This is an optimization exercise on Yosys and OpenROAD, whose aim is small area, not a production implementation. Where RTL was checked, it was by simulation tests only, not by an equivalence proof against the original. The RTL of runs 5 and 6 was laid out without a check of its function. No activity file was given, so power comes from the tool's default toggle rates.

===== flow/flow/run.sh =====
#!/bin/bash
# Standard ORFS layout through the standard.sh, with these changes:
#  - synthesis: same script, but ABC maps with an area-oriented script
#    (flow/abc_area.script) and Yosys does not pre-extract half/full adders,
#    so ABC optimises that logic too; registers are untouched
#  - clock tree: no dummy loads, sink clusters of up to 8, clkbuf_4 buffers
#  - port buffers: buf_1
set -euo pipefail
W=$PWD
rm -rf "$W/scripts_local"
cp -r "$FLOW_HOME/scripts" "$W/scripts_local"
cp "$W/flow/abc_area.script" "$W/scripts_local/abc_area.script"
export CTS_ARGS="-sink_clustering_enable -repair_clock_nets -dont_use_dummy_load -sink_clustering_size 8 -sink_clustering_max_diameter 60 -buf_list sky130_fd_sc_hd__clkbuf_4"
export BUFFER_PORTS_ARGS="-buffer_cell sky130_fd_sc_hd__buf_1"
bash standard.sh SCRIPTS_DIR="$W/scripts_local" ADDER_MAP_FILE= finish > standard.log 2>&1

===== flow/flow/abc_area.script =====
&get -n
&st
&syn2
&dch -f
&nf -a -p -F 8 -A 4
&st
&deepsyn -T 60
&dch -f
&nf -a -p -F 8 -A 4
&put
topo

===== flow/standard.sh =====
#!/bin/bash
# synth_recipe.tcl (not shown) runs the flow's synth.tcl, then flattens the netlist and writes it again
# the make line also repeats each setting of config.mk as NAME=value (left out here)
make -C /OpenROAD-flow-scripts/flow DESIGN_CONFIG=/design/flow/config.mk WORK_HOME=/design/flow/orfs CLKGATE_MAP_FILE= SYNTH_SCRIPT=/design/flow/synth_recipe.tcl "${@:-finish}"

===== flow/config.mk =====
export PLATFORM = sky130hd
export DESIGN_NAME = turbosound
export DESIGN_NICKNAME = turbosound
export VERILOG_FILES = /design/flow/design.v
export SDC_FILE = /design/flow/constraint.sdc
export NUM_CORES = 4
export LEC_CHECK = 0
export ABC_AREA = 1
export CAP_MARGIN = 20
export CORE_MARGIN = 2
export CORE_UTILIZATION = 60
export SLEW_MARGIN = 20

===== flow/constraint.sdc =====
create_clock -name core_clock -period 10.0 [get_ports {clk}]
set_input_delay 2.0000 -clock core_clock [delete_from_list [all_inputs] [get_ports {clk}]]
set_output_delay 2.0000 -clock core_clock [all_outputs]
set_load 0.01 [all_outputs]

===== flow/design.v =====
`timescale 1ns / 1ps
`default_nettype none
module ay_period_counter #(parameter W = 12) (
  input wire clk,
  input wire rst_n,        
  input wire tick,
  input wire [W-1:0] period_n,    
  output wire wrap
  );
  reg [W-1:0] cnt;
  reg [W:0] ge;            
  reg [W:0] cy;            
  reg [W-1:0] nxt;
  integer i;
  always @* begin
    ge[0] = 1'b1;
    cy[0] = tick;
    for (i = 0; i < W; i = i + 1) begin
      ge[i+1] = (cnt[i] & period_n[i]) | ((cnt[i] | period_n[i]) & ge[i]);
      cy[i+1] = cy[i] & cnt[i];
      nxt[i]  = cnt[i] ^ cy[i];
    end
  end
  assign wrap = tick & ge[W];
  wire clr = ~rst_n | wrap;
  always @(posedge clk)
    cnt <= clr ? {{(W-1){1'b0}}, 1'b1} : nxt;
endmodule
module ay_3_8192 (
  input wire clk,
  input wire clken,
  input wire rst_n,
  input wire a8,
  input wire bdir,
  input wire bc1,
  input wire [7:0] din,
  input wire [7:0] din_z,      
  output reg [7:0] dout,       
  output wire rd_ok,           
  output wire midi,            
  output wire [7:0] channel_a,
  output wire [7:0] channel_b,
  output wire [7:0] channel_c
  );
  reg [3:0] ra;
  reg ra_ok;
  wire latch = a8 & bdir & bc1;
  always @(posedge clk)
    if (~rst_n | latch) begin
      ra    <= din_z[3:0];
      ra_ok <= ~rst_n | (din[7:4] == 4'b0000);
    end
  wire wr = a8 & bdir & ~bc1 & ra_ok;
  assign rd_ok = ~bdir & bc1 & ra_ok;
  wire [15:0] we;
  genvar g;
  generate
    for (g = 0; g < 16; g = g + 1) begin : dec
      assign we[g] = ~rst_n | (wr & (ra == g));
    end
  endgenerate
  reg [11:0] period_a_n, period_b_n, period_c_n;    
  reg [4:0] noise_period_n;
  reg [7:0] enable_chan;
  reg [4:0] vol_a, vol_b, vol_c;    
  reg [15:0] envelope_period_n;
  reg [3:0] envelope_shape;
  reg [7:0] reg_port_a, reg_port_b;
  always @(posedge clk) begin
    if (we[0])  period_a_n[7:0]       <= ~din_z;
    if (we[1])  period_a_n[11:8]      <= ~din_z[3:0];
    if (we[2])  period_b_n[7:0]       <= ~din_z;
    if (we[3])  period_b_n[11:8]      <= ~din_z[3:0];
    if (we[4])  period_c_n[7:0]       <= ~din_z;
    if (we[5])  period_c_n[11:8]      <= ~din_z[3:0];
    if (we[6])  noise_period_n        <= ~din_z[4:0];
    if (we[7])  enable_chan           <= din | {8{~rst_n}};
    if (we[8])  vol_a                 <= din_z[4:0];
    if (we[9])  vol_b                 <= din_z[4:0];
    if (we[10]) vol_c                 <= din_z[4:0];
    if (we[11]) envelope_period_n[7:0]  <= ~din_z;
    if (we[12]) envelope_period_n[15:8] <= ~din_z;
    if (we[13]) envelope_shape        <= din_z[3:0];
    if (we[14]) reg_port_a            <= din_z;
    if (we[15]) reg_port_b            <= din_z;
  end
  assign midi = reg_port_a[2];
  always @* begin
    case (ra)
      4'd0 : dout = ~period_a_n[7:0];
      4'd1 : dout = {4'b0000, ~period_a_n[11:8]};
      4'd2 : dout = ~period_b_n[7:0];
      4'd3 : dout = {4'b0000, ~period_b_n[11:8]};
      4'd4 : dout = ~period_c_n[7:0];
      4'd5 : dout = {4'b0000, ~period_c_n[11:8]};
      4'd6 : dout = {3'b000, ~noise_period_n};
      4'd7 : dout = enable_chan;
      4'd8 : dout = {3'b000, vol_a};
      4'd9 : dout = {3'b000, vol_b};
      4'd10: dout = {3'b000, vol_c};
      4'd11: dout = ~envelope_period_n[7:0];
      4'd12: dout = ~envelope_period_n[15:8];
      4'd13: dout = {4'b0000, envelope_shape};
      4'd14: dout = reg_port_a & {8{enable_chan[6]}};
      default: dout = reg_port_b | {8{~enable_chan[7]}};
    endcase
  end
  reg [3:0] presc;
  always @(posedge clk)
    presc <= {4{rst_n}} & (presc + {3'b000, clken});
  wire tick     = clken & (presc[2:0] == 3'b000);
  wire tick_env = tick & ~presc[3];
  wire wrap_a, wrap_b, wrap_c, wrap_n;
  ay_period_counter #(12) cnt_a (.clk(clk), .rst_n(rst_n), .tick(tick), .period_n(period_a_n), .wrap(wrap_a));
  ay_period_counter #(12) cnt_b (.clk(clk), .rst_n(rst_n), .tick(tick), .period_n(period_b_n), .wrap(wrap_b));
  ay_period_counter #(12) cnt_c (.clk(clk), .rst_n(rst_n), .tick(tick), .period_n(period_c_n), .wrap(wrap_c));
  ay_period_counter #(5)  cnt_n (.clk(clk), .rst_n(rst_n), .tick(tick), .period_n(noise_period_n), .wrap(wrap_n));
  reg tone_a, tone_b, tone_c, tone_noise;
  localparam [16:0] NS_INV = 17'h0AAAA;
  reg [16:0] ns_q;
  wire [16:0] noise_shiftreg = ns_q ^ NS_INV;
  always @(posedge clk) begin
    tone_a     <= rst_n & (tone_a ^ wrap_a);
    tone_b     <= rst_n & (tone_b ^ wrap_b);
    tone_c     <= rst_n & (tone_c ^ wrap_c);
    tone_noise <= rst_n & (tone_noise ^ (wrap_n & noise_shiftreg[0]));
    if (~rst_n | wrap_n)
      ns_q <= NS_INV ^ (rst_n ? {noise_shiftreg[0] ^ noise_shiftreg[3], noise_shiftreg[16:1]} : 17'h00001);
  end
  wire tone_noise_a = (tone_a | enable_chan[0]) & (tone_noise | enable_chan[3]);
  wire tone_noise_b = (tone_b | enable_chan[1]) & (tone_noise | enable_chan[4]);
  wire tone_noise_c = (tone_c | enable_chan[2]) & (tone_noise | enable_chan[5]);
  wire env_rst_n = rst_n & ~(wr & (ra == 4'd13));
  wire wrap_e;
  ay_period_counter #(16) cnt_e (.clk(clk), .rst_n(env_rst_n), .tick(tick_env), .period_n(envelope_period_n), .wrap(wrap_e));
  reg [4:0] env_seq;
  reg env_first;
  always @(posedge clk) begin
    env_seq <= {5{env_rst_n}} & (env_seq + {4'b0000, wrap_e});
    env_first <= ~env_rst_n | (env_first & ~(wrap_e & (env_seq[3:0] == 4'b1111) & ~env_seq[4]));
  end
  wire cont   = envelope_shape[3];
  wire attack = envelope_shape[2];
  wire altern = envelope_shape[1];
  wire hold   = envelope_shape[0];
  reg [3:0] envelope;
  always @* begin
    if (env_first)
      envelope = env_seq[3:0] ^ {4{~attack}};
    else if (~cont)
      envelope = 4'b0000;
    else if (hold)
      envelope = {4{attack ^ altern}};
    else
      envelope = env_seq[3:0] ^ {4{~attack ^ (altern & env_seq[4])}};
  end
  reg [3:0] lin_a, lin_b, lin_c;      
  reg [3:0] lvl_a, lvl_b, lvl_c;      
  always @(posedge clk) begin
    if (clken) begin
      lin_a <= (vol_a[4] ? envelope : vol_a[3:0]) & {4{tone_noise_a}};
      lin_b <= (vol_b[4] ? envelope : vol_b[3:0]) & {4{tone_noise_b}};
      lin_c <= (vol_c[4] ? envelope : vol_c[3:0]) & {4{tone_noise_c}};
      lvl_a <= lin_a;
      lvl_b <= lin_b;
      lvl_c <= lin_c;
    end
  end
  localparam [127:0] lin2log = {8'd255, 8'd208, 8'd166, 8'd130,
                                8'd98,  8'd77,  8'd55,  8'd34,
                                8'd29,  8'd18,  8'd13,  8'd9,
                                8'd6,   8'd4,   8'd3,   8'd0};
  assign channel_a = lin2log[lvl_a*8 +: 8];
  assign channel_b = lin2log[lvl_b*8 +: 8];
  assign channel_c = lin2log[lvl_c*8 +: 8];
endmodule
`timescale 1ns / 1ps
`default_nettype none
module turbosound (
    input wire clk,
    input wire clk35en,
    input wire clk175en,
    input wire reset_n,
    input wire disable_ay,
    input wire disable_turboay,
    input wire bdir,
    input wire bc1,
    input wire [7:0] din,
    output reg [7:0] dout,
    output reg oe,
    output reg midi_out,
    output wire [23:0] audio_out_ay1_splitted,
    output wire [23:0] audio_out_ay2_splitted
    );
  reg ay_select;
  wire sel_en = ~reset_n | (~disable_ay & ~disable_turboay & bdir & bc1 & (&din[7:1]));
  always @(posedge clk)
    if (sel_en)
      ay_select <= ~reset_n | din[0];
  wire [7:0] din_z = din & {8{reset_n}};
  wire rd_ok1, rd_ok2;
  wire [7:0] dout_ay1, dout_ay2;
  wire midi1, midi2;
  always @* begin
    if (ay_select == 1'b0) begin
      midi_out = midi2;
      dout = dout_ay2;
      oe = ~disable_ay & ~disable_turboay & rd_ok2;
    end
    else begin
      midi_out = midi1;
      dout = dout_ay1;
      oe = ~disable_ay & rd_ok1;
    end
  end
  ay_3_8192 ay1 (
    .clk(clk),
    .clken(~disable_ay & clk175en),
    .rst_n(reset_n),
    .a8(ay_select),
    .bdir(bdir),
    .bc1(bc1),
    .din(din),
    .din_z(din_z),
    .dout(dout_ay1),
    .rd_ok(rd_ok1),
    .midi(midi1),
    .channel_a(audio_out_ay1_splitted[23:16]),
    .channel_b(audio_out_ay1_splitted[15:8]),
    .channel_c(audio_out_ay1_splitted[7:0])
  );
  ay_3_8192 ay2 (
    .clk(clk),
    .clken(~disable_ay & ~disable_turboay & clk175en),
    .rst_n(reset_n),
    .a8(~ay_select),
    .bdir(bdir),
    .bc1(bc1),
    .din(din),
    .din_z(din_z),
    .dout(dout_ay2),
    .rd_ok(rd_ok2),
    .midi(midi2),
    .channel_a(audio_out_ay2_splitted[23:16]),
    .channel_b(audio_out_ay2_splitted[15:8]),
    .channel_c(audio_out_ay2_splitted[7:0])
  );
endmodule

==> metrics.md, run 1 <==
| Metric | Value |
|---|---|
| Total CTS buffers | 60 |
| Placed inst area | approximately 0.019 mm2 |
| Initial antenna violation count | 1 |
| Mapped Avg Cell Area | approximately 12 um2 |
| Share of the synthesized netlist area taken by xor and xnor gates | around 2.6% |
| DR WL/cell | between 20 and 25 um |
| Multi-input logic area | slightly above 0.006 mm2 |
| Area grow syn2layout | 7.41% |
| Total gr overflow | 0 |
| Die area | 0.0311 mm2 |
| Resized cells post-CTS | 0 |
| Mux cell area share after synthesis | less than 1% |
| Yosys warns | 5 |
| Complex-gate fraction of the synthesized area | between 10% and 20% |
| FILL cells | ~2300 |
| Post-Synth Simple-Gate Area | between 15 and 20% |
| Largest net degree at the start of global routing | 51 |
| HP Class | reg -> reg |
| Async SR Flop Fraction | 0% |
| Vias post-DR | ~13000 |
| Reg area | about 0.012 mm2 |
| Total GRT Usage | between 20% and 30% |
| Detail Route Antenna Nets | 0 |
| Port bufs | 72 |
| Post-synth cell types | 50 |
| First-iteration detailed-routing DRC count | approximately 1300 |
| Row Count | 63 |
| Post-route setup TNS | 0 ns |
| Layout cells sized above 1 | around 4.6% |
| Residual DRC | 0 |
| Root buf cell | clkbuf_4 |
| Tcrit/Tclk final | about 53% |
| Crit Path Class | reg -> out |
| Final Cell Area | 0.0191 mm2 |
| H-Tree Depth | 2 |
| Fin crit period | ~5.3 ns |
| Pwr dens | between 150 and 200 mW/mm2 |
| GPL Wtd Cong | around 0.94 |
| Clock Sinks | 435 |
| Post-CTS setup-driven buffer insertion count | 0 |
| Crit-path slowest cell | nor3_1 |
| Fmax | between 0.15 and 0.2 GHz |
| CTS tree | yes |
| Hpwl dp | about 30 mm |
| Reg2reg setup slack | between 6 and 7 ns |
| Ys flop type | edfxtp_1 |
| Crit path arrival time | roughly 3.4 ns |
| Initial Util | 60.5% |
| Max_cap viols | 0 |
| IO Count | 74 |
| Final Hold Viols | 0 |
| Routed wire length | between 40 and 50 mm |
| Chip Width | ~180 um |
| CP top delay family | simple AND/OR/NAND/NOR gates |
| Relative slew slack | between 20% and 30% |
| Max Slew Vio Count | 0 |
| Global-route wire length before repair | about 66 mm |
| Vias per Instance | about 6.4 |
| Largest family of logic cells by synthesized area | compound AO/OA/AOI/OAI gates |
| Leakage | between 0.006 and 0.007 uW |
| Hold_buf cts | 0 |
| Status | finished clean |
| Pre-CTS setup slack | 4.50 ns |
| Max IR drop VDD | about 0.11 mV |
| Final setup skew | a little over 0.08 ns |
| EDFF count, synth | 293 |
| Yosys reg bits | about 440 |
| Largest stage delay, worst path | around 0.79 ns |
| Post-Synthesis Cells | around 1500 |
| Chip height | around 180 um |
| Fin util | approximately 65% |
| Worst Path Max Fanout | 7 |
| Critical path buffers and inverters | 1 |
| RSZ-0062 raised after global routing | no |
| Critical-path cell list | nand2b_1 -> nor3_1 -> a21oi_1 -> o221ai_1 -> a2111oi_0 -> nand3_1 -> o21ai_0 -> nor2_1 -> buf_1 |
| Clk slew on worst S/H paths | 0.09 ns |
| Fin nets | 1686 |
| Core area | around 0.03 mm2 |
| Startpoint Class | register |
| Setup violators final | 0 |
| Syn nets | about 1500 |
| Drt pass-1 iters | 6 |
| Worst slew pin tran | roughly 1.1 ns |
| Vias in the first global route | ~12000 |
| Sequential-to-total area share from yosys stat | 65.3% |
| Worst setup EP type | primary output |
| Post-Syn Area | 0.0178 mm2 |
| Final WS setup | between 4 and 5 ns |
| Buffers from clock root to sink, at most | 3 |
| Synth Area in Adders | 0% |
| Worst skew pair latency | approximately 0.74 ns |
| Worst EP required | 8.00 ns |
-- per-layer routing --
metal	up-vias	track usage [%]	routed length, um
met5	-	0	0
met1	6285	40.9	18700
met2	667	41.7	18800
met3	70	6.89	5000
met4	0	6.58	852
li1	6176	-	-
-- report_power, final --
group          total (uW)  internal (uW)  switching [uW]
sequential           2060           2000            62.8
clock                 826            273             553
combinational         218           66.9             151
total                3110           2340             767
-- cell families (layout without fill, tap and decap cells) --
kind of cell	count (synthesis)	after routing
other cells	0	3
buf+inv	29	172
xor+xnor	52	52
compound gates	461	461
simple gates	547	547
flops	435	435
mux	1	1
-- state kept, by name (all words and copies together) (netlist names), 8 cells and up --
| signal | count |
|---|---|
| ay1.cnt_a.cnt | 12 |
| ay1.cnt_b.cnt | 12 |
| ay1.cnt_c.cnt | 12 |
| ay1.cnt_e.cnt | 16 |
| ay1.enable_chan | 8 |
| ay1.envelope_period_n | 16 |
| ay1.ns_q | 17 |
| ay1.period_a_n | 12 |
| ay1.period_b_n | 12 |
| ay1.period_c_n | 12 |
| ay1.reg_port_a | 8 |
| ay1.reg_port_b | 8 |
| ay2.cnt_a.cnt | 12 |
| ay2.cnt_b.cnt | 12 |
| ay2.cnt_c.cnt | 12 |
| ay2.cnt_e.cnt | 16 |
| ay2.enable_chan | 8 |
| ay2.envelope_period_n | 16 |
| ay2.ns_q | 17 |
| ay2.period_a_n | 12 |
| ay2.period_b_n | 12 |
| ay2.period_c_n | 12 |
| ay2.reg_port_a | 8 |
| ay2.reg_port_b | 8 |
-- worst paths after layout --
kind | from | to | depth (start not counted)
max | ay1.ra[2] | dout[2] | 9
min | ay2.lin_a[1] | ay2.lvl_a[1] | 0
max reg2reg | ay2.envelope_period_n[1] | ay2.cnt_e.cnt[13] | 13
min reg2reg | ay2.lin_a[1] | ay2.lvl_a[1] | 0
-- area by class of cell --
class,instances,area share [%]
flip-flops and latches,435,60.8
repair buffers,83,1.86
diodes,3,0.0392
multi-input cells,1061,31.8
well taps,390,2.55
clock buffers,60,2.35
inverters,29,0.568
-- synth_stat cells, types with 3 or more instances --
cell | number | area share, %
dfxtp_1 | 142 | 16
a31oi_1 | 26 | 0.91
o21ai_0 | 135 | 3.8
o21a_1 | 11 | 0.46
o22a_1 | 7 | 0.34
a221o_1 | 5 | 0.28
a211oi_1 | 12 | 0.51
edfxtp_1 | 293 | 49
nand3_1 | 20 | 0.56
a21oi_1 | 88 | 2.5
a221oi_1 | 14 | 0.69
a22oi_1 | 29 | 1.2
nor3_1 | 51 | 1.4
a2111oi_0 | 6 | 0.29
a222oi_1 | 4 | 0.22
o21bai_1 | 7 | 0.29
nor4b_1 | 3 | 0.15
nor3b_1 | 24 | 1.0
a22o_1 | 4 | 0.20
nor4_1 | 8 | 0.28
o22ai_1 | 69 | 2.4
and4_1 | 19 | 0.93
xnor2_1 | 29 | 1.4
o211a_1 | 5 | 0.28
and2_0 | 19 | 0.67
nor2b_1 | 32 | 1.1
xor2_1 | 23 | 1.1
nand2b_1 | 36 | 1.3
o221ai_1 | 22 | 1.1
nor2_1 | 140 | 2.9
a21o_1 | 5 | 0.21
nand4_1 | 9 | 0.32
nand3b_1 | 5 | 0.21
nand2_1 | 149 | 3.1
clkinv_1 | 29 | 0.61
o211ai_1 | 5 | 0.21
and3_1 | 23 | 0.81
-- stage by stage --
stage	std cells	hold slack (ns)	total power (uW)
2_1_floorplan	1525	0.400	2210
3_3_place_gp	1998	0.403	2310
3_5_place_dp	1998	0.405	2320
4_1_cts	2058	0.416	3120
5_1_grt	2059	0.423	3210
6_report	2061	0.417	3110
-- placed cells by master (no fill, tap or decap), types with 20 or more instances in the layout --
master    synthesis  layout
edfxtp_1        293     293
nand2_1         149     149
dfxtp_1         142     142
nor2_1          140     139
o21ai_0         135     127
a21oi_1          88      88
buf_1             0      71
o22ai_1          69      69
clkbuf_4          0      61
nor3_1           51      51
nand2b_1         36      36
nor2b_1          32      32
xnor2_1          29      29
clkinv_1         29      29
a22oi_1          29      29
a31oi_1          26      26
nor3b_1          24      24
and3_1           23      23
xor2_1           23      23
o221ai_1         22      22
nand3_1          20      20
==> run 2: changes to the inputs <==
--- a/flow/config.mk
+++ b/flow/config.mk
@@ -9,4 +9,4 @@
 export CAP_MARGIN = 20
 export CORE_MARGIN = 2
-export CORE_UTILIZATION = 60
+export CORE_UTILIZATION = 45
 export SLEW_MARGIN = 20
==> run 2 against run 1 <==
  * Worst setup slack lost 0.024 ns
  * Routed wire length grew 5.0%
  * Synthesized cell count is the same
  * Highest routed layer unchanged
==> metrics.md, run 2 <==
| Metric | Value |
|---|---|
| Max_cap viols | 0 |
| Reg area | ~0.012 mm2 |
| Pwr dens | between 150 and 200 mW/mm2 |
| Chip Width | about 200 um |
| Die area | roughly 0.041 mm2 |
| Final setup skew | 0.0407 ns |
| IO Count | 74 |
| Async SR Flop Fraction | 0% |
| Post-synth cell types | 50 |
| Total GRT Usage | a little over a fifth |
| Clock Sinks | 435 |
| CTS tree | yes |
| Largest net degree at the start of global routing | a little under 70 |
| Fin nets | between 1500 and 2000 |
| Synth area leaders | edfxtp_1 (49%), dfxtp_1 (16%), o21ai_0 (3.8%), nand2_1 (3.1%), nor2_1 (2.9%) |
| GPL Wtd Cong | roughly 0.91 |
| Clk slew on worst S/H paths | approximately 0.090 ns |
| Worst setup EP type | primary output |
| Final Hold Viols | 0 |
| Pre-CTS setup slack | approximately 4.4 ns |
| Most frequent cells in the layout | edfxtp_1 (293), nand2_1 (148), dfxtp_1 (142) |
| Worst EP required | about 8 ns |
| Worst slew pin tran | ~1.2 ns |
| Routed wire length | 45.6 mm |
| Largest registers | ay1.ns_q x17, ay2.ns_q x17 |
| Worst skew pair latency | slightly above 0.8 ns |
| Max IR drop VDD | 0.0621 mV |
| Hold_buf cts | 0 |
| Commonest cells post-synth | edfxtp_1 (293), nand2_1 (149), dfxtp_1 (142) |
| Commonest non-fill, non-tap cell in the layout | edfxtp_1 |
| Sequential-to-total area share from yosys stat | about 65% |
| Crit path arrival time | between 3 and 4 ns |
| Fin crit period | 5.37 ns |
| Mapped Avg Cell Area | about 12 um2 |
| Crit-path slowest cell | a2111oi_0 |
| Post-Syn Area | roughly 0.018 mm2 |
| Startpoint Class | register |
| Vias in the first global route | 12300 |
| Layout cells sized above 1 | between 4 and 5% |
| Biggest area consumer among synthesized cells | edfxtp_1 |
| Chip height | 203 um |
| Post-route setup TNS | 0 ns |
| Setup violators final | 0 |
| Post-Synthesis Cells | ~1500 |
| Ys flop type | edfxtp_1 |
| Yosys reg bits | between 400 and 500 |
| First-iteration detailed-routing DRC count | between 1000 and 1500 |
| EDFF count, synth | between 200 and 300 |
| DR WL/cell | roughly 21 um |
| Total gr overflow | 0 |
| H-Tree Depth | 2 |
| Hpwl dp | 31.6 mm |
| Detail Route Antenna Nets | 0 |
| Drt pass-1 iters | 5 |
| Port bufs | 72 |
| Area grow syn2layout | 8.30% |
| Multi-input logic area | 0.00610 mm2 |
| Fmax | 0.186 GHz |
| Total CTS buffers | 60 |
| Most frequent cell after synthesis | edfxtp_1 |
| Buffers from clock root to sink, at most | 3 |
| Critical-path cell list | nand2b_1 -> nand3b_1 -> o22ai_1 -> a2111oi_0 -> nand4_1 -> o221ai_1 -> a31oi_1 -> buf_1 |
| Initial Util | between 40% and 50% |
| Final WS setup | 4.63 ns |
| HP Class | reg -> reg |
| Tcrit/Tclk final | ~54% |
| Root buf cell | clkbuf_4 |
| Core area | between 0.03 and 0.04 mm2 |
| Crit Path Class | reg -> out |
| Status | finished clean |
| Global-route wire length before repair | 69.5 mm |
| Max Slew Vio Count | 0 |
| Leakage | 0.00619 uW |
| Worst Path Max Fanout | 9 |
| Yosys warns | 5 |
| Largest stage delay, worst path | approximately 0.55 ns |
| RSZ-0062 raised after global routing | no |
| Row Count | between 70 and 80 |
| Vias per Instance | between 6 and 7 |
| FILL cells | approximately 3500 |
| Post-CTS setup-driven buffer insertion count | 0 |
| Resized cells post-CTS | 0 |
| Relative slew slack | around 22% |
| Vias post-DR | ~13000 |
| CP top delay family | compound AO/OA/AOI/OAI gates |
| Critical path buffers and inverters | 1 |
| Residual DRC | 0 |
| Initial antenna violation count | 2 |
| Syn nets | ~1500 |
| Top cell type's share of synthesized area | just under 50% |
## run 2: cell counts after synthesis
Identical to the previous run, type by type.
## run 2: logic make-up after synthesis
| group | Yosys count | synth area share, % |
|---|---|---|
| and+or+nand+nor | 547 | 15.3 |
| AOI/OAI and AO/OA | 461 | 16.2 |
| DFF | 435 | 65.3 |
| xor gates and xnor gates | 52 | 2.55 |
| buffers and inverters | 29 | 0.611 |
| muxes | 1 | 0.0632 |
## run 2: metrics by stage
stage               instances  util (%)  hold WS, ns  power [uW]  instance area (um2)
floorplan                1525         -        0.400        2210                17800
global placement         2124      48.4        0.400        2320                18800
detailed placement       2125      48.4        0.405        2320                18800
CTS                      2185      49.6        0.419        3150                19300
global route             2187      49.6        0.433        3250                19300
finish                   2187      49.6        0.416        3130                19300
## run 2: cell type report
class	count	share of cell area (%)
multi-input combinational	1061	31.6
sequential	435	60.3
timing repair buffer	83	1.85
antenna	1	0.0130
clock buffer	60	2.33
inverter	29	0.564
tap	518	3.36
## run 2: worst reg2reg max path, stage by stage (launching register included)
cell	delay, ns
dfxtp_1	0.38
nor4_2	0.30
buf_4	0.34
and2_0	0.34
and3_1	0.29
and3_1	0.23
and2_0	0.24
and3_1	0.22
and2_0	0.24
and3_1	0.23
and2_0	0.26
and4_1	0.29
xnor2_1	0.14
nor2_1	0.05
## run 2: final timing paths
| check | from | endpoint | slack [ns] | cells past startpoint |
|---|---|---|---|---|
| max | ay1.ra[3] | dout[0] | 4.63 | 8 |
| min reg2reg | ay2.lin_c[2] | ay2.lvl_c[2] | 0.42 | 0 |
| max reg2reg | ay1.presc[0] | ay1.cnt_e.cnt[14] | 6.32 | 13 |
| min | ay2.lin_c[2] | ay2.lvl_c[2] | 0.42 | 0 |
## run 2: report_power, final
group          internal, uW  leakage (uW)  switching, uW
registers              2000       0.00392           63.9
logic                  66.8       0.00199            153
clock network           273      0.000276            576
## run 2: layer usage
layer	wire length, um	global-route usage, %	vias up
met1	20700	31.8	6360
met2	19600	32.8	537
met5	0	0	-
li1	-	-	6168
met3	4090	4.45	85
met4	1270	8.06	0
==> run 3: changes to the inputs <==
--- a/flow/config.mk
+++ b/flow/config.mk
@@ -9,4 +9,5 @@
 export CAP_MARGIN = 20
 export CORE_MARGIN = 2
-export CORE_UTILIZATION = 45
+export CORE_UTILIZATION = 70
+export PLACE_DENSITY = 0.8
 export SLEW_MARGIN = 20
==> run 3 against run 2 <==
  * Sequential power barely moved
  * Register-to-register slack barely moved
  * Worst setup slack improved by 0.12 ns
  * Final area fell by 1.4%
  * Critical endpoint is now dout[2]
  * Highest routed layer unchanged
==> metrics.md, run 3 <==
| Metric | Value |
|---|---|
| GPL Wtd Cong | 1.00 |
| Post-CTS setup-driven buffer insertion count | 0 |
| Final Hold Viols | 0 |
| Total CTS buffers | 60 |
| Final setup skew | between 0.04 and 0.05 ns |
| HP Class | reg -> reg |
| EDFF count, synth | roughly 290 |
| Yosys warns | 5 |
| Crit path arrival time | 3.26 ns |
| Pwr dens | between 150 and 200 mW/mm2 |
| Worst slew pin tran | 1.15 ns |
| Placed inst area | around 0.019 mm2 |
| Core area | approximately 0.025 mm2 |
| Global-route wire length before repair | roughly 65 mm |
| Clock Sinks | between 400 and 500 |
| Layout cells sized above 1 | under 10% |
| Commonest non-fill, non-tap cell in the layout | edfxtp_1 |
| Vias in the first global route | roughly 12000 |
| H-Tree Depth | 2 |
| Drt pass-1 iters | 6 |
| Buffers from clock root to sink, at most | 3 |
| RSZ-0062 raised after global routing | no |
| Chip Width | 164 um |
| Final Cell Area | 0.0190 mm2 |
| Post-synth cell types | 50 |
| First-iteration detailed-routing DRC count | about 1800 |
| Die area | ~0.027 mm2 |
| Fin nets | between 1500 and 2000 |
| Synth area leaders | edfxtp_1 (49%), dfxtp_1 (16%), o21ai_0 (3.8%), nand2_1 (3.1%), nor2_1 (2.9%) |
| Post-route setup TNS | 0 ns |
| Detail Route Antenna Nets | 0 |
| Top routing layer in use | met4 |
| Status | finished clean |
| Top cell type's share of synthesized area | 49.4% |
| Met2 WL post-DR | ~19 mm |
| Async SR Flop Fraction | 0% |
| Worst setup EP type | primary output |
| Tcrit/Tclk final | 52.6% |
| Metal1 wirelength | between 15 and 20 mm |
| Chip height | roughly 160 um |
| Startpoint Class | register |
| Most frequent cells in the layout | edfxtp_1 (293), nand2_1 (149), dfxtp_1 (142) |
| Initial antenna violation count | 2 |
| Fin crit period | 5.26 ns |
| Crit Path Class | reg -> out |
| Worst Path Max Fanout | 12 |
| Most frequent cell after synthesis | edfxtp_1 |
| Post-Synthesis Cells | ~1500 |
| Syn nets | ~1500 |
| Hpwl dp | 30.2 mm |
| Hold_buf cts | 0 |
| Resized cells post-CTS | 0 |
| Fmax | approximately 0.19 GHz |
| Row Count | just under 60 |
| Worst skew pair latency | approximately 0.74 ns |
| Total gr overflow | 0 |
| Largest registers | ay1.ns_q x17, ay2.ns_q x17 |
| Vias per Instance | about 6.7 |
| Post-Syn Area | around 0.018 mm2 |
| Max Slew Vio Count | 0 |
| Ys flop type | edfxtp_1 |
| Residual DRC | 0 |
| Total power | roughly 3100 uW |
| Worst EP required | around 8.0 ns |
| IO Count | 74 |
| Root buf cell | clkbuf_4 |
| Mapped Avg Cell Area | about 12 um2 |
| Largest net degree at the start of global routing | 64 |
| Yosys reg bits | ~440 |
| Commonest cells post-synth | edfxtp_1 (293), nand2_1 (149), dfxtp_1 (142) |
| Leakage | just over 0.006 uW |
| Total GRT Usage | between 30% and 40% |
| Routed met3 length | between 5 and 6 mm |
| Max IR drop VDD | between 0.1 and 0.15 mV |
| Relative slew slack | roughly 22% |
| Setup violators final | 0 |
| Hold_ws | around 0.42 ns |
| Port bufs | just over 70 |
| Routed wire length | 42.9 mm |
| DR WL/cell | 21.5 um |
| Area grow syn2layout | 6.81% |
| Sequential-to-total area share from yosys stat | ~65% |
| Max_cap viols | 0 |
| CTS tree | yes |
| Vias post-DR | ~13000 |
| Initial Util | 71.0% |
| Biggest area consumer among synthesized cells | edfxtp_1 |
| Clk slew on worst S/H paths | 0.09 ns |
==> run 3: cell count changes in the layout (fill, tap and decap cells not counted), sizes merged <==
cell	change
buf	-4
==> run 3: cells by family (layout without fill, tap and decap cells) <==
family                    count (synthesis)  in the layout  share of synthesized area, %
buffers and inverters                    29            168                         0.611
DFF                                     435            435                          65.3
other                                     0              1                             0
muxes                                     1              1                        0.0632
and+or+nand+nor                         547            547                          15.3
AOI/OAI and AO/OA                       461            461                          16.2
xor gates and xnor gates                 52             52                          2.55
==> run 3: report_power, final <==
part,switching [uW],internal (uW),total [uW]
combinational,151,66.2,217
clock,542,274,815
sequential,63.4,2000,2060
total,756,2340,3100
==> run 3: worst paths after layout <==
check / startpoint / to / slack [ns] / depth (start not counted)
hold reg to reg: ay1.lin_b[1] / ay1.lvl_b[1] / 0.42 / 0
setup / recovery: ay1.ra[1] / dout[2] / 4.74 / 10
setup reg to reg: ay1.presc[0] / ay1.cnt_e.cnt[14] / 6.31 / 13
hold / removal: ay1.lin_b[1] / ay1.lvl_b[1] / 0.42 / 0
==> run 3: critical path, cell delays in order, from the launching register on <==
cell and delay, ns:
edfxtp_1 0.56, nor2_1 0.13, nand2_1 0.29, nor2_1 0.13, a21oi_1 0.14, o221ai_1 0.19
a2111oi_0 0.55, nand3_1 0.14, o21ai_0 0.13, nor2_1 0.13, buf_1 0.15
==> run 3: per-stage QoR <==
stage	util [%]	cells	worst slack (ns)
after floorplan	-	1525	3.12
after global placement	74.0	1934	4.62
after detailed placement	74.0	1934	4.52
after CTS	75.8	1994	4.70
after global routing	75.8	1995	4.56
final	75.8	1995	4.74
==> run 3: area by class of cell <==
type | instances | area, um2
fill | 1688 | 6070
timing repair buffer | 79 | 327
inverter | 29 | 109
antenna | 1 | 2.50
tap | 330 | 413
multi-input combinational | 1061 | 6100
sequential | 435 | 11600
clock buffer | 60 | 450
==> run 3: layer usage <==
layer / vias up / track usage, %
met5: - / 0
met4: 0 / 8.73
met3: 88 / 7.29
met2: 824 / 48.7
met1: 6306 / 47.4
li1: 6165 / -
==> run 4: changes to the inputs <==
==> flow/flow/run.sh (replaced) <==
#!/bin/bash
# Standard ORFS layout through the standard.sh, with these changes:
#  - synthesis: same script, but ABC maps with an area-oriented script
#    (flow/abc_area.script) and Yosys does not pre-extract half/full adders,
#    so ABC optimises that logic too; registers are untouched
#  - clock tree: no dummy loads, sink clusters of up to 9, clkbuf_4 buffers
#  - port buffers: buf_1
set -euo pipefail
W=$PWD
rm -rf "$W/scripts_local"
cp -r "$FLOW_HOME/scripts" "$W/scripts_local"
cp "$W/flow/abc_area.script" "$W/scripts_local/abc_area.script"
export CTS_ARGS="-sink_clustering_enable -repair_clock_nets -dont_use_dummy_load -sink_clustering_size 9 -sink_clustering_max_diameter 60 -buf_list sky130_fd_sc_hd__clkbuf_4"
export BUFFER_PORTS_ARGS="-buffer_cell sky130_fd_sc_hd__buf_1"
bash standard.sh SCRIPTS_DIR="$W/scripts_local" ADDER_MAP_FILE= finish > standard.log 2>&1
==> run 4 against run 3 <==
  * Still clean on timing, DRC and antenna
  * Final cell count shrank 0.30%
  * Critical path depth down 1
  * Area after synthesis unchanged
  * Largest cell class unchanged
  * Critical path type unchanged
  * Sequential power barely moved
==> metrics.md, run 4 <==
| Metric | Value |
|---|---|
| Global-route wire length before repair | between 60 and 70 mm |
| Clk slew on worst S/H paths | ~0.1 ns |
| Post-synth cell types | 50 |
| CTS tree | yes |
| Final WS setup | ~4.8 ns |
| Placed insts | around 1900 |
| Setup violators final | 0 |
| Largest stage delay, worst path | approximately 0.70 ns |
| Top cell type's share of synthesized area | 49.4% |
| Largest net degree at the start of global routing | 64 |
| IO Count | 74 |
| Resized cells post-CTS | 0 |
| Worst slew pin tran | ~1.2 ns |
| Root buf cell | clkbuf_4 |
| FILL cells | 1715 |
| Total gr overflow | 0 |
| Most frequent cell after synthesis | edfxtp_1 |
| Area grow syn2layout | 6.56% |
| Vias post-DR | between 10000 and 15000 |
| Fin crit period | between 5 and 6 ns |
| Worst Path Max Fanout | 7 |
| Chip Width | about 160 um |
| Vias in the first global route | 12100 |
| Yosys reg bits | around 440 |
| First-iteration detailed-routing DRC count | 1805 |
| Fin util | between 70% and 80% |
| Final setup skew | between 0.05 and 0.06 ns |
| EDFF count, synth | 293 |
| Worst setup EP type | primary output |
| Ys flop type | edfxtp_1 |
| Die area | approximately 0.027 mm2 |
| Synth area leaders | edfxtp_1 (49%), dfxtp_1 (16%), o21ai_0 (3.8%), nand2_1 (3.1%), nor2_1 (2.9%) |
| Post-Syn Area | roughly 0.018 mm2 |
| Sequential-to-total area share from yosys stat | around 65% |
| Buffers from clock root to sink, at most | 3 |
| Final Hold Viols | 0 |
| Layout cells sized above 1 | 3.98% |
| Total CTS buffers | 54 |
| Commonest cells post-synth | edfxtp_1 (293), nand2_1 (149), dfxtp_1 (142) |
| GPL Wtd Cong | 1.00 |
| Post-Synthesis Cells | ~1500 |
| Clock Sinks | 435 |
| Async SR Flop Fraction | 0% |
| Post-CTS setup-driven buffer insertion count | 0 |
| Hold_buf cts | 0 |
| Critical-path cell list | nand2b_1 -> nor3_1 -> a21oi_1 -> o221ai_1 -> a2111oi_0 -> nand3_1 -> o21ai_0 -> nor2_1 -> buf_1 |
| Max IR drop VDD | approximately 0.13 mV |
| Crit path arrival time | about 3.2 ns |
| Residual DRC | 0 |
| Hpwl dp | 30.2 mm |
| Initial Util | a little under three quarters |
| Drt pass-1 iters | 6 |
| Fin nets | roughly 1700 |
| Mapped Avg Cell Area | ~12 um2 |
| Detail Route Antenna Nets | 0 |
| Chip height | 164 um |
| RSZ-0062 raised after global routing | no |
| Vias per Instance | ~6.7 |
| Crit-path slowest cell | nor3_1 |
| Yosys warns | 5 |
| Tcrit/Tclk final | 52.3% |
| Largest registers | ay1.ns_q x17, ay2.ns_q x17 |
| Row Count | between 50 and 60 |
| Routed wire length | approximately 43 mm |
| Pwr dens | between 150 and 200 mW/mm2 |
| Crit Path Class | reg -> out |
| Most frequent cells in the layout | edfxtp_1 (293), nand2_1 (149), dfxtp_1 (142) |
| Finished Layout Cells | about 2000 |
| Worst EP required | about 8 ns |
| Port bufs | 72 |
| Leakage | approximately 0.0061 uW |
| Total GRT Usage | 32.1% |
| HP Class | reg -> reg |
| Max Slew Vio Count | 0 |
| Core area | ~0.025 mm2 |
| Commonest non-fill, non-tap cell in the layout | edfxtp_1 |
| Fmax | between 0.15 and 0.2 GHz |
| Post-route setup TNS | 0 ns |
| Relative slew slack | 22.4% |
| Pre-CTS setup slack | roughly 4.5 ns |
| Initial antenna violation count | 2 |
| Biggest area consumer among synthesized cells | edfxtp_1 |
| Max_cap viols | 0 |
| Startpoint Class | register |
| Syn nets | 1541 |
| Worst skew pair latency | 0.74 ns |
| H-Tree Depth | 2 |
| DR WL/cell | 21.6 um |
| Status | finished clean |
| Total power | 3070 uW |
[run 4: critical path, delay by kind of cell (launching register included)]
family                 cells  cell delay, ns
buffers and inverters      1            0.18
and+or+nand+nor            4            1.31
DFF                        1            0.47
AOI/OAI and AO/OA          4            0.53
[run 4: path summary, 6_finish.rpt]
| check | from | end | slack (ns) | cells after the start |
|---|---|---|---|---|
| min reg2reg | ay1.lin_b[1] | ay1.lvl_b[1] | 0.42 | 0 |
| min | ay1.lin_b[1] | ay1.lvl_b[1] | 0.42 | 0 |
| max | ay1.ra[2] | dout[2] | 4.77 | 9 |
| max reg2reg | ay1.presc[0] | ay1.cnt_e.cnt[14] | 6.29 | 13 |
[run 4: kinds of logic (layout without fill, tap and decap cells)]
logic type	Yosys count	after routing	share of synthesized area, %
XOR/XNOR	52	52	2.55
AND/OR/NAND/NOR	547	547	15.3
AO/OA/AOI/OAI	461	461	16.2
buffers and inverters	29	162	0.611
flip-flops	435	435	65.3
multiplexers	1	1	0.0632
other	0	1	0
[run 4: area by class of cell]
class                   count  area, um2  share of cell area [%]
clock buffers              54        405                    2.13
flip-flops and latches    435      11600                    61.3
repair buffers             79        327                    1.72
multi-input cells        1061       6100                    32.1
inverters                  29        109                   0.573
diodes                      1       2.50                  0.0132
well taps                 330        413                    2.17
[run 4: metal layers]
metal  track usage (%)  wire length, um
met5                 0                0
met3              6.73             5150
met4              8.57              962
met1              47.7            17700
met2              48.7            19100
[run 4: per-stage QoR]
stage	hold WS, ns	cell area [um2]
finish	0.419	19000
global placement	0.401	18600
floorplan	0.400	17800
CTS	0.416	19000
global route	0.429	19000
detailed placement	0.405	18600
[run 4: power breakdown]
part	switching, uW	total [uW]	internal [uW]
Combinational	150	217	66.2
Clock	537	785	247
Sequential	63.4	2060	2000
==> run 5: changes to the inputs <==
--- a/flow/design.v
+++ b/flow/design.v
@@ -5,5 +5,5 @@
   input wire rst_n,        
   input wire tick,
-  input wire [W-1:0] period_n,    
+  input wire [W-1:0] period,
   output wire wrap
   );
@@ -17,5 +17,5 @@
     cy[0] = tick;
     for (i = 0; i < W; i = i + 1) begin
-      ge[i+1] = (cnt[i] & period_n[i]) | ((cnt[i] | period_n[i]) & ge[i]);
+      ge[i+1] = (cnt[i] & ~period[i]) | ((cnt[i] | ~period[i]) & ge[i]);
       cy[i+1] = cy[i] & cnt[i];
       nxt[i]  = cnt[i] ^ cy[i];
@@ -60,25 +60,25 @@
     end
   endgenerate
-  reg [11:0] period_a_n, period_b_n, period_c_n;    
-  reg [4:0] noise_period_n;
+  reg [11:0] period_a, period_b, period_c;
+  reg [4:0] noise_period;
   reg [7:0] enable_chan;
   reg [4:0] vol_a, vol_b, vol_c;    
-  reg [15:0] envelope_period_n;
+  reg [15:0] envelope_period;
   reg [3:0] envelope_shape;
   reg [7:0] reg_port_a, reg_port_b;
   always @(posedge clk) begin
-    if (we[0])  period_a_n[7:0]       <= ~din_z;
-    if (we[1])  period_a_n[11:8]      <= ~din_z[3:0];
-    if (we[2])  period_b_n[7:0]       <= ~din_z;
-    if (we[3])  period_b_n[11:8]      <= ~din_z[3:0];
-    if (we[4])  period_c_n[7:0]       <= ~din_z;
-    if (we[5])  period_c_n[11:8]      <= ~din_z[3:0];
-    if (we[6])  noise_period_n        <= ~din_z[4:0];
+    if (we[0])  period_a[7:0]         <= din_z;
+    if (we[1])  period_a[11:8]        <= din_z[3:0];
+    if (we[2])  period_b[7:0]         <= din_z;
+    if (we[3])  period_b[11:8]        <= din_z[3:0];
+    if (we[4])  period_c[7:0]         <= din_z;
+    if (we[5])  period_c[11:8]        <= din_z[3:0];
+    if (we[6])  noise_period          <= din_z[4:0];
     if (we[7])  enable_chan           <= din | {8{~rst_n}};
     if (we[8])  vol_a                 <= din_z[4:0];
     if (we[9])  vol_b                 <= din_z[4:0];
     if (we[10]) vol_c                 <= din_z[4:0];
-    if (we[11]) envelope_period_n[7:0]  <= ~din_z;
-    if (we[12]) envelope_period_n[15:8] <= ~din_z;
+    if (we[11]) envelope_period[7:0]  <= din_z;
+    if (we[12]) envelope_period[15:8] <= din_z;
     if (we[13]) envelope_shape        <= din_z[3:0];
     if (we[14]) reg_port_a            <= din_z;
@@ -88,17 +88,17 @@
   always @* begin
     case (ra)
-      4'd0 : dout = ~period_a_n[7:0];
-      4'd1 : dout = {4'b0000, ~period_a_n[11:8]};
-      4'd2 : dout = ~period_b_n[7:0];
-      4'd3 : dout = {4'b0000, ~period_b_n[11:8]};
-      4'd4 : dout = ~period_c_n[7:0];
-      4'd5 : dout = {4'b0000, ~period_c_n[11:8]};
-      4'd6 : dout = {3'b000, ~noise_period_n};
+      4'd0 : dout = period_a[7:0];
+      4'd1 : dout = {4'b0000, period_a[11:8]};
+      4'd2 : dout = period_b[7:0];
+      4'd3 : dout = {4'b0000, period_b[11:8]};
+      4'd4 : dout = period_c[7:0];
+      4'd5 : dout = {4'b0000, period_c[11:8]};
+      4'd6 : dout = {3'b000, noise_period};
       4'd7 : dout = enable_chan;
       4'd8 : dout = {3'b000, vol_a};
       4'd9 : dout = {3'b000, vol_b};
       4'd10: dout = {3'b000, vol_c};
-      4'd11: dout = ~envelope_period_n[7:0];
-      4'd12: dout = ~envelope_period_n[15:8];
+      4'd11: dout = envelope_period[7:0];
+      4'd12: dout = envelope_period[15:8];
       4'd13: dout = {4'b0000, envelope_shape};
       4'd14: dout = reg_port_a & {8{enable_chan[6]}};
@@ -112,12 +112,10 @@
   wire tick_env = tick & ~presc[3];
   wire wrap_a, wrap_b, wrap_c, wrap_n;
-  ay_period_counter #(12) cnt_a (.clk(clk), .rst_n(rst_n), .tick(tick), .period_n(period_a_n), .wrap(wrap_a));
-  ay_period_counter #(12) cnt_b (.clk(clk), .rst_n(rst_n), .tick(tick), .period_n(period_b_n), .wrap(wrap_b));
-  ay_period_counter #(12) cnt_c (.clk(clk), .rst_n(rst_n), .tick(tick), .period_n(period_c_n), .wrap(wrap_c));
-  ay_period_counter #(5)  cnt_n (.clk(clk), .rst_n(rst_n), .tick(tick), .period_n(noise_period_n), .wrap(wrap_n));
+  ay_period_counter #(12) cnt_a (.clk(clk), .rst_n(rst_n), .tick(tick), .period(period_a), .wrap(wrap_a));
+  ay_period_counter #(12) cnt_b (.clk(clk), .rst_n(rst_n), .tick(tick), .period(period_b), .wrap(wrap_b));
+  ay_period_counter #(12) cnt_c (.clk(clk), .rst_n(rst_n), .tick(tick), .period(period_c), .wrap(wrap_c));
+  ay_period_counter #(5)  cnt_n (.clk(clk), .rst_n(rst_n), .tick(tick), .period(noise_period), .wrap(wrap_n));
   reg tone_a, tone_b, tone_c, tone_noise;
-  localparam [16:0] NS_INV = 17'h0AAAA;
-  reg [16:0] ns_q;
-  wire [16:0] noise_shiftreg = ns_q ^ NS_INV;
+  reg [16:0] noise_shiftreg;
   always @(posedge clk) begin
     tone_a     <= rst_n & (tone_a ^ wrap_a);
@@ -126,5 +124,5 @@
     tone_noise <= rst_n & (tone_noise ^ (wrap_n & noise_shiftreg[0]));
     if (~rst_n | wrap_n)
-      ns_q <= NS_INV ^ (rst_n ? {noise_shiftreg[0] ^ noise_shiftreg[3], noise_shiftreg[16:1]} : 17'h00001);
+      noise_shiftreg <= rst_n ? {noise_shiftreg[0] ^ noise_shiftreg[3], noise_shiftreg[16:1]} : 17'h00001;
   end
   wire tone_noise_a = (tone_a | enable_chan[0]) & (tone_noise | enable_chan[3]);
@@ -133,9 +131,10 @@
   wire env_rst_n = rst_n & ~(wr & (ra == 4'd13));
   wire wrap_e;
-  ay_period_counter #(16) cnt_e (.clk(clk), .rst_n(env_rst_n), .tick(tick_env), .period_n(envelope_period_n), .wrap(wrap_e));
+  ay_period_counter #(16) cnt_e (.clk(clk), .rst_n(env_rst_n), .tick(tick_env), .period(envelope_period), .wrap(wrap_e));
   reg [4:0] env_seq;
   reg env_first;
   always @(posedge clk) begin
-    env_seq <= {5{env_rst_n}} & (env_seq + {4'b0000, wrap_e});
+    if (~env_rst_n | wrap_e)
+      env_seq <= {5{env_rst_n}} & (env_seq + 5'd1);
     env_first <= ~env_rst_n | (env_first & ~(wrap_e & (env_seq[3:0] == 4'b1111) & ~env_seq[4]));
   end
==> flow/run.sh (new file) <==
#!/bin/bash
# synth_recipe.tcl (not shown) runs the flow's synth.tcl, then flattens the netlist and writes it again
# the make line also repeats each setting of config.mk as NAME=value (left out here)
make -C /OpenROAD-flow-scripts/flow DESIGN_CONFIG=/design/flow/config.mk WORK_HOME=/design/flow/orfs CLKGATE_MAP_FILE= SYNTH_SCRIPT=/design/flow/synth_recipe.tcl finish
--- a/flow/config.mk
+++ b/flow/config.mk
@@ -9,5 +9,6 @@
 export CAP_MARGIN = 20
 export CORE_MARGIN = 2
-export CORE_UTILIZATION = 70
-export PLACE_DENSITY = 0.8
+export CORE_UTILIZATION = 60
+export CTS_BUF_LIST = sky130_fd_sc_hd__clkbuf_8
+export CTS_CLUSTER_SIZE = 30
 export SLEW_MARGIN = 20
removed: flow/flow/run.sh
removed: flow/flow/abc_area.script
removed: flow/standard.sh
==> run 5 against run 4 <==
  * Still clean on timing, DRC and antenna
  * Final cell count up 37%
  * Die area is 33% higher
  * Critical path depth up 14
  * Critical path type is now in -> reg
  * Critical endpoint is now ay1.cnt_e.cnt[15]
==> metrics.md, run 5 <==
| Metric | Value |
|---|---|
| Hold_buf cts | 0 |
| Hpwl dp | between 30 and 40 mm |
| Vias in the first global route | 14100 |
| Sw power | around 970 uW |
| Chip height | about 190 um |
| Residual DRC | 0 |
| Finished Layout Cells | around 2700 |
| Leakage | roughly 0.010 uW |
| Fmax | 0.156 GHz |
| Synth area leaders | edfxtp_1 (45%), dfxtp_1 (13%), inv_1 (8.3%), ha_1 (8.0%), nand2_1 (6.2%) |
| Setup violators final | 0 |
| Clk slew on worst S/H paths | approximately 0.060 ns |
| EDFF count, synth | 303 |
| Max IR drop VDD | between 0.1 and 0.15 mV |
| Worst skew pair latency | 0.63 ns |
| Commonest cells post-synth | inv_1 (449), nand2_1 (337), edfxtp_1 (303) |
| CTS tree | yes |
| Global-route wire length before repair | 73.1 mm |
| Fin nets | ~2400 |
| Top cell type's share of synthesized area | between 40% and 50% |
| Pwr dens | about 170 mW/mm2 |
| Area grow syn2layout | 12.7% |
| Most frequent cells in the layout | inv_1 (483), nand2_1 (337), edfxtp_1 (303) |
| Crit Path Class | in -> reg |
| Combinational share of power | under 10% |
| Worst EP required | approximately 10 ns |
| Drt pass-1 iters | 5 |
| Post-Synthesis Cells | 2086 |
| Sequential-to-total area share from yosys stat | a little under three fifths |
| Initial Util | between 60% and 70% |
| Yosys reg bits | between 400 and 500 |
| Final setup skew | just under 0.04 ns |
| Yosys warns | 5 |
| IO Count | 74 |
| Resized cells post-CTS | 0 |
| Core area | ~0.034 mm2 |
| Vias post-DR | between 10000 and 15000 |
| Buffers from clock root to sink, at most | 3 |
| Tcrit/Tclk final | approximately 64% |
| Chip Width | 188 um |
| Largest net degree at the start of global routing | 59 |
| Commonest non-fill, non-tap cell in the layout | inv_1 |
| Detail Route Antenna Nets | 0 |
| Row Count | 67 |
| Biggest area consumer among synthesized cells | edfxtp_1 |
| Syn nets | 2232 |
| Ys flop type | edfxtp_1 |
| Most frequent cell after synthesis | inv_1 |
| Port bufs | 72 |
| Int Pwr | 2900 uW |
| Final Hold Viols | 0 |
| Max Slew Vio Count | 0 |
| Root buf cell | clkbuf_8 |
| Worst slew pin tran | 1.12 ns |
| Crit path arrival time | about 7 ns |
| GPL Wtd Cong | around 0.89 |
| HP Class | reg -> reg |
| N_diodes | 0 |
| Async SR Flop Fraction | 0% |
| Relative slew slack | 23.2% |
| Post-route setup TNS | 0 ns |
| Post-Syn Area | a little over 0.02 mm2 |
| Total GRT Usage | around a quarter |
| Startpoint Class | primary input |
| Max_cap viols | 0 |
| Hold_ws | slightly above 0.4 ns |
| H-Tree Depth | 3 |
| Routed wire length | 46.1 mm |
| First-iteration detailed-routing DRC count | 1199 |
| Worst Path Max Fanout | 26 |
| Die area | between 0.03 and 0.04 mm2 |
| Layout cells sized above 1 | 6.17% |
| Sw Ratio | between 20% and 30% |
| Largest registers | ay1.noise_shiftreg x17, ay2.noise_shiftreg x17 |
| Vias per Instance | around 5.4 |
| Clk pwr share | between 30% and 40% |
| Fin crit period | ~6.4 ns |
| Placed insts | about 2600 |
| Reg2reg setup slack | 5.49 ns |
| Total CTS buffers | between 70 and 80 |
| Mapped Avg Cell Area | approximately 10 um2 |
| Status | finished clean |
| DR WL/cell | about 17 um |
| Post-synth cell types | between 50 and 60 |
| Post-CTS setup-driven buffer insertion count | 0 |
| Sequential share of power | between 50% and 60% |
| Initial antenna violation count | 0 |
| RSZ-0062 raised after global routing | no |
| Total gr overflow | 0 |
| Worst setup EP type | register |
| Clock Sinks | roughly 440 |
run 5: cell count changes in the layout (fill, tap and decap cells not counted), sizes merged, moves of 45 or more:
cell,previous run,this run
nor3,51,6
clkdlybuf4s50,0,71
nor2,140,221
inv,0,487
ha,0,130
nand2,149,341
buf,78,12
run 5: layout make-up:
cell class              count  area (um2)
flip-flops and latches    435       11700
fillers                  2631       10600
multi-input cells        1169        6820
inverters                 450        1690
clock buffers              81        1110
repair buffers             83         801
well taps                 448         561
clock inverters            52         250
run 5: path summary, 6_finish.rpt:
kind,from,end,cells past startpoint
setup reg to reg,ay1.presc[2],ay1.cnt_e.cnt[15],21
hold / removal,ay2.lin_b[0],ay2.lvl_b[0],0
hold reg to reg,ay2.lin_b[0],ay2.lvl_b[0],0
setup / recovery,disable_ay,ay1.cnt_e.cnt[15],23
run 5: logic make-up after synthesis:
logic type      after synthesis  synth area share, %
simple gates                656                 13.1
buf+inv                     482                 9.05
flops                       435                 57.6
compound gates              349                 10.8
fa+ha+maj                   133                 8.14
xor+xnor                     31                 1.33
run 5: power by group through the flow:
stage          Combinational, uW  Clock [uW]  Sequential (uW)
6_report                     316        1480             2070
5_1_grt                      351        1580             2080
4_1_cts                      315        1510             2070
3_5_place_dp                 312           0             2110
3_3_place_gp                 304           0             2110
2_1_floorplan                199           0             2090
run 5: metal layers:
layer  GRT usage (%)  vias to the layer above  share of wire [%]
li1                -                     7204                  -
met1            36.7                     6857                 44
met2            41.5                      565                 45
met3            5.85                       92                8.9
met4            9.98                        0                2.7
met5               0                        -                  0
run 5: per-stage QoR:
step                      utilization [%]  power (uW)  area [um2]  setup slack (ns)
after CTS                            68.5        3890       23000              3.55
after floorplan                         -        2290       20400              3.09
final                                68.5        3870       23000              3.57
after global placement               64.4        2410       21600              3.03
after detailed placement             64.4        2420       21600              2.95
after global routing                 68.5        4010       23000              3.27
run 5: worst max-delay path: stages:
cell	delay, ns
clkdlybuf4s50_1	0.56
nor2_2	0.06
buf_4	0.23
and2_1	0.35
inv_1	0.36
nor2_1	0.10
ha_1	0.21
ha_1	0.20
ha_1	0.20
ha_1	0.20
ha_1	0.20
ha_1	0.20
ha_1	0.20
ha_1	0.20
ha_1	0.20
ha_1	0.20
ha_1	0.20
ha_1	0.20
ha_1	0.20
ha_1	0.21
ha_1	0.21
xnor2_1	0.14
nor2_1	0.06
==> run 6: changes to the inputs <==
--- a/flow/config.mk
+++ b/flow/config.mk
@@ -9,6 +9,6 @@
 export CAP_MARGIN = 20
 export CORE_MARGIN = 2
-export CORE_UTILIZATION = 60
-export CTS_BUF_LIST = sky130_fd_sc_hd__clkbuf_8
-export CTS_CLUSTER_SIZE = 30
+export CORE_UTILIZATION = 70
+export CTS_BUF_LIST = sky130_fd_sc_hd__clkbuf_4
+export CTS_CLUSTER_SIZE = 20
 export SLEW_MARGIN = 20
==> run 6 against run 5 <==
  * Total power increased by 0.25%
  * Clock-buffer cell count increased by 79
  * Critical path type unchanged
  * Still clean
  * Die area decreased by 14%
==> metrics.md, run 6 <==
| Metric | Value |
|---|---|
| Total CTS buffers | about 100 |
| Routed met3 length | between 4 and 5 mm |
| Vias post-DR | approximately 15000 |
| Placed inst area | 0.0215 mm2 |
| Reg2reg setup slack | about 5.4 ns |
| Multi-input logic area | between 0.006 and 0.007 mm2 |
| Port bufs | 72 |
| Syn nets | around 2200 |
| EDFF count, synth | 303 |
| First-iteration detailed-routing DRC count | ~1600 |
| Ys flop type | edfxtp_1 |
| Largest stage delay, worst path | 0.59 ns |
| Yosys warns | 5 |
| Post-Synthesis Cells | between 2000 and 2500 |
| Post-CTS setup-driven buffer insertion count | 0 |
| Crit path top cell by count | ha_1 |
| Biggest area consumer among synthesized cells | edfxtp_1 |
| Resized cells post-CTS | 0 |
| Met2 WL post-DR | around 22 mm |
| Metal1 wirelength | 18.6 mm |
| Largest net degree at the start of global routing | 70 |
| Final Hold Viols | 0 |
| Async SR Flop Fraction | 0% |
| Crit-path slowest cell | clkdlybuf4s50_1 |
| Hold_ws | 0.420 ns |
| Worst Hold Path Cells | 0 |
| FILL cells | approximately 1900 |
| Vias in the first global route | roughly 15000 |
| Top cell type's share of synthesized area | 44.6% |
| Worst slew pin tran | about 1.2 ns |
| Fin crit period | 6.27 ns |
| Post-synth cell types | 53 |
| Critical-path cell list | clkdlybuf4s50_1 -> nor2_2 -> buf_4 -> and2_1 -> inv_1 -> nor2_1 -> ha_1 -> ha_1 -> ha_1 -> ha_1 -> ha_1 -> ha_1 -> ha_1 -> ha_1 -> ha_1 -> ha_1 -> ha_1 -> ha_1 -> ha_1 -> ha_1 -> ha_1 -> xnor2_1 -> nor2_1 |
| DR WL/cell | roughly 17 um |
| Sequential-to-total area share from yosys stat | between 50% and 60% |
| Row Count | 62 |
| Total GRT Usage | 30.5% |
| H-Tree Depth | 3 |
| Setup violators final | 0 |
| Initial antenna violation count | 1 |
| Tcrit/Tclk final | between 60% and 70% |
| Largest registers | ay1.noise_shiftreg x17, ay2.noise_shiftreg x17 |
| Commonest non-fill, non-tap cell in the layout | inv_1 |
| GPL Wtd Cong | around 0.96 |
| Leakage | approximately 0.010 uW |
| CTS tree | yes |
| Post-Syn Area | around 0.020 mm2 |
| Hold path endpoint | ay1.lvl_b[0] |
| Reg area | 0.0117 mm2 |
| Worst setup EP type | register |
| Clk slew on worst S/H paths | approximately 0.060 ns |
| Crit Path Class | in -> reg |
| Residual DRC | 0 |
| Chip height | 175 um |
| Core area | 0.0287 mm2 |
| RSZ-0062 raised after global routing | no |
| Vias per Instance | ~5.6 |
| Top routing layer in use | met4 |
| Status | finished clean |
| Pwr dens | roughly 170 mW/mm2 |
| Global-route wire length before repair | between 70 and 80 mm |
| Total power | between 3000 and 4000 uW |
| Worst skew pair latency | approximately 0.78 ns |
| Synth area leaders | edfxtp_1 (45%), dfxtp_1 (13%), inv_1 (8.3%), ha_1 (8.0%), nand2_1 (6.2%) |
| Hpwl dp | ~32 mm |
| Max Slew Vio Count | 0 |
| Drt pass-1 iters | 8 |
| Worst Reg-to-Reg Cells | 21 |
| Total gr overflow | 0 |
| Layout cells sized above 1 | 9.65% |
| Initial Util | slightly above 70% |
| Post-route setup TNS | 0 ns |
| Max IR drop VDD | around 0.17 mV |
| Yosys reg bits | approximately 440 |
| Crit path arrival time | about 6.9 ns |
| Most frequent cell after synthesis | inv_1 |
| Buffers from clock root to sink, at most | 3 |
| Detail Route Antenna Nets | 0 |
| Final Cell Area | about 0.023 mm2 |
| Most frequent cells in the layout | inv_1 (449), nand2_1 (337), edfxtp_1 (303) |
| HP Start | ay1.lin_b[0] |
| Worst Path Max Fanout | 26 |
| IO Count | between 70 and 80 |
| Commonest cells post-synth | inv_1 (449), nand2_1 (337), edfxtp_1 (303) |
| Max_cap viols | 0 |
| Startpoint Class | primary input |
| Final setup skew | around 0.046 ns |
| Fmax | around 0.16 GHz |
| Area grow syn2layout | 12.5% |
| Root buf cell | clkbuf_4 |
| Routed wire length | approximately 46 mm |
| Die area | ~0.03 mm2 |
| HP Class | reg -> reg |
| Chip Width | approximately 170 um |
| Clock Sinks | 435 |
| Reg2reg end | ay2.cnt_e.cnt[15] |
| Mapped Avg Cell Area | between 9 and 10 um2 |
| Fin nets | roughly 2400 |
| Relative slew slack | 21.2% |
| Worst EP required | 10.58 ns |
| Hold_buf cts | 0 |
| RR Startpoint | ay2.presc[2] |
run 6: area by class of cell:
| cell class | instances | area share (%) |
|---|---|---|
| antenna | 1 | 0.0109 |
| clock buffer | 160 | 5.24 |
| clock inverter | 33 | 0.900 |
| inverter | 450 | 7.36 |
| multi-input combinational | 1169 | 29.7 |
| sequential | 435 | 51.2 |
| tap | 384 | 2.09 |
| timing repair buffer | 84 | 3.50 |
run 6: worst max-delay path by stage:
stage,start,end,slack [ns],cells after the start
after floorplan,disable_turboay,ay2.cnt_e.cnt[15],3.09,22
after global placement,disable_ay,ay2.cnt_e.cnt[15],3.11,23
after detailed placement,disable_ay,ay2.cnt_e.cnt[15],3.01,23
after CTS,disable_ay,ay1.cnt_e.cnt[15],3.76,23
after global routing,disable_ay,ay1.cnt_e.cnt[15],3.50,23
final,disable_ay,ay1.cnt_e.cnt[15],3.73,23
run 6: kinds of logic after synthesis:
group | synth area share [%]
simple gates | 13.1
buf+inv | 9.05
flops | 57.6
compound gates | 10.8
fa+ha+maj | 8.14
xor+xnor | 1.33
run 6: per-stage QoR:
step / util (%) / setup WS [ns] / instances
6_report: 79.9 / 3.73 / 2716
5_1_grt: 79.9 / 3.50 / 2716
4_1_cts: 79.9 / 3.76 / 2713
3_3_place_gp: 75.0 / 3.11 / 2520
3_5_place_dp: 75.0 / 3.01 / 2520
2_1_floorplan: - / 3.09 / 2086
run 6: power by group:
part | total (uW) | internal, uW | switching [uW]
sequential | 2070 | 2020 | 53.2
clock | 1490 | 787 | 702
combinational | 318 | 110 | 208
total | 3880 | 2910 | 964
run 6: per-layer routing:
layer / global-route usage, % / vias up
met5: 0 / -
met4: 10.7 / 0
met3: 6.85 / 103
met2: 49.8 / 766
met1: 40.6 / 7071
li1: - / 7341
run 6: worst max-delay path, delay by kind of cell:
kind                     cells  cell delay, ns
adder cells (fa/ha/maj)     15            3.00
buffers and inverters        3            1.15
XOR/XNOR                     1            0.13
AND/OR/NAND/NOR              4            0.56

-- afterwards: timing with drivers on the ports --
In the flow no input, the clock included, has a driving cell. The finished layouts below were timed again as built, in two steps. Step 1 assumes that a clkbuf_16 drives the clock port and a buf_2 every other input. Step 2 moves the port delays by t, midway between the first and last clock arrival at a register: inputs arrive t later, outputs are due t later. That takes back most of the time a late clock gives input paths. Three values: no drivers, after step 1, after step 2; two values: the first two.
run | t, ns | setup WS [ns] | clock arrival spread, ns | worst register clock-pin slew, ns
run 1 | 0.751 | 4.652 / 4.603 / 4.446 | 0.092 / 0.092 | 0.11 / 0.11
run 2 | 0.843 | 4.628 / 4.582 / 4.415 | 0.053 / 0.053 | 0.11 / 0.11
run 3 | 0.762 | 4.745 / 4.696 / 4.479 | 0.045 / 0.045 | 0.10 / 0.10
run 4 | 0.764 | 4.766 / 4.721 / 4.454 | 0.054 / 0.053 | 0.11 / 0.11
run 5 | 0.661 | 3.573 / 3.592 / 2.932 | 0.040 / 0.041 | 0.07 / 0.07
run 6 | 0.796 | 3.725 / 3.747 / 2.951 | 0.055 / 0.055 | 0.08 / 0.08
After both steps setup and hold are still met in every run listed. For run 6, which loses most, drivers alone change the setup slack by +0.022 ns; drivers and shift together by -0.774 ns.
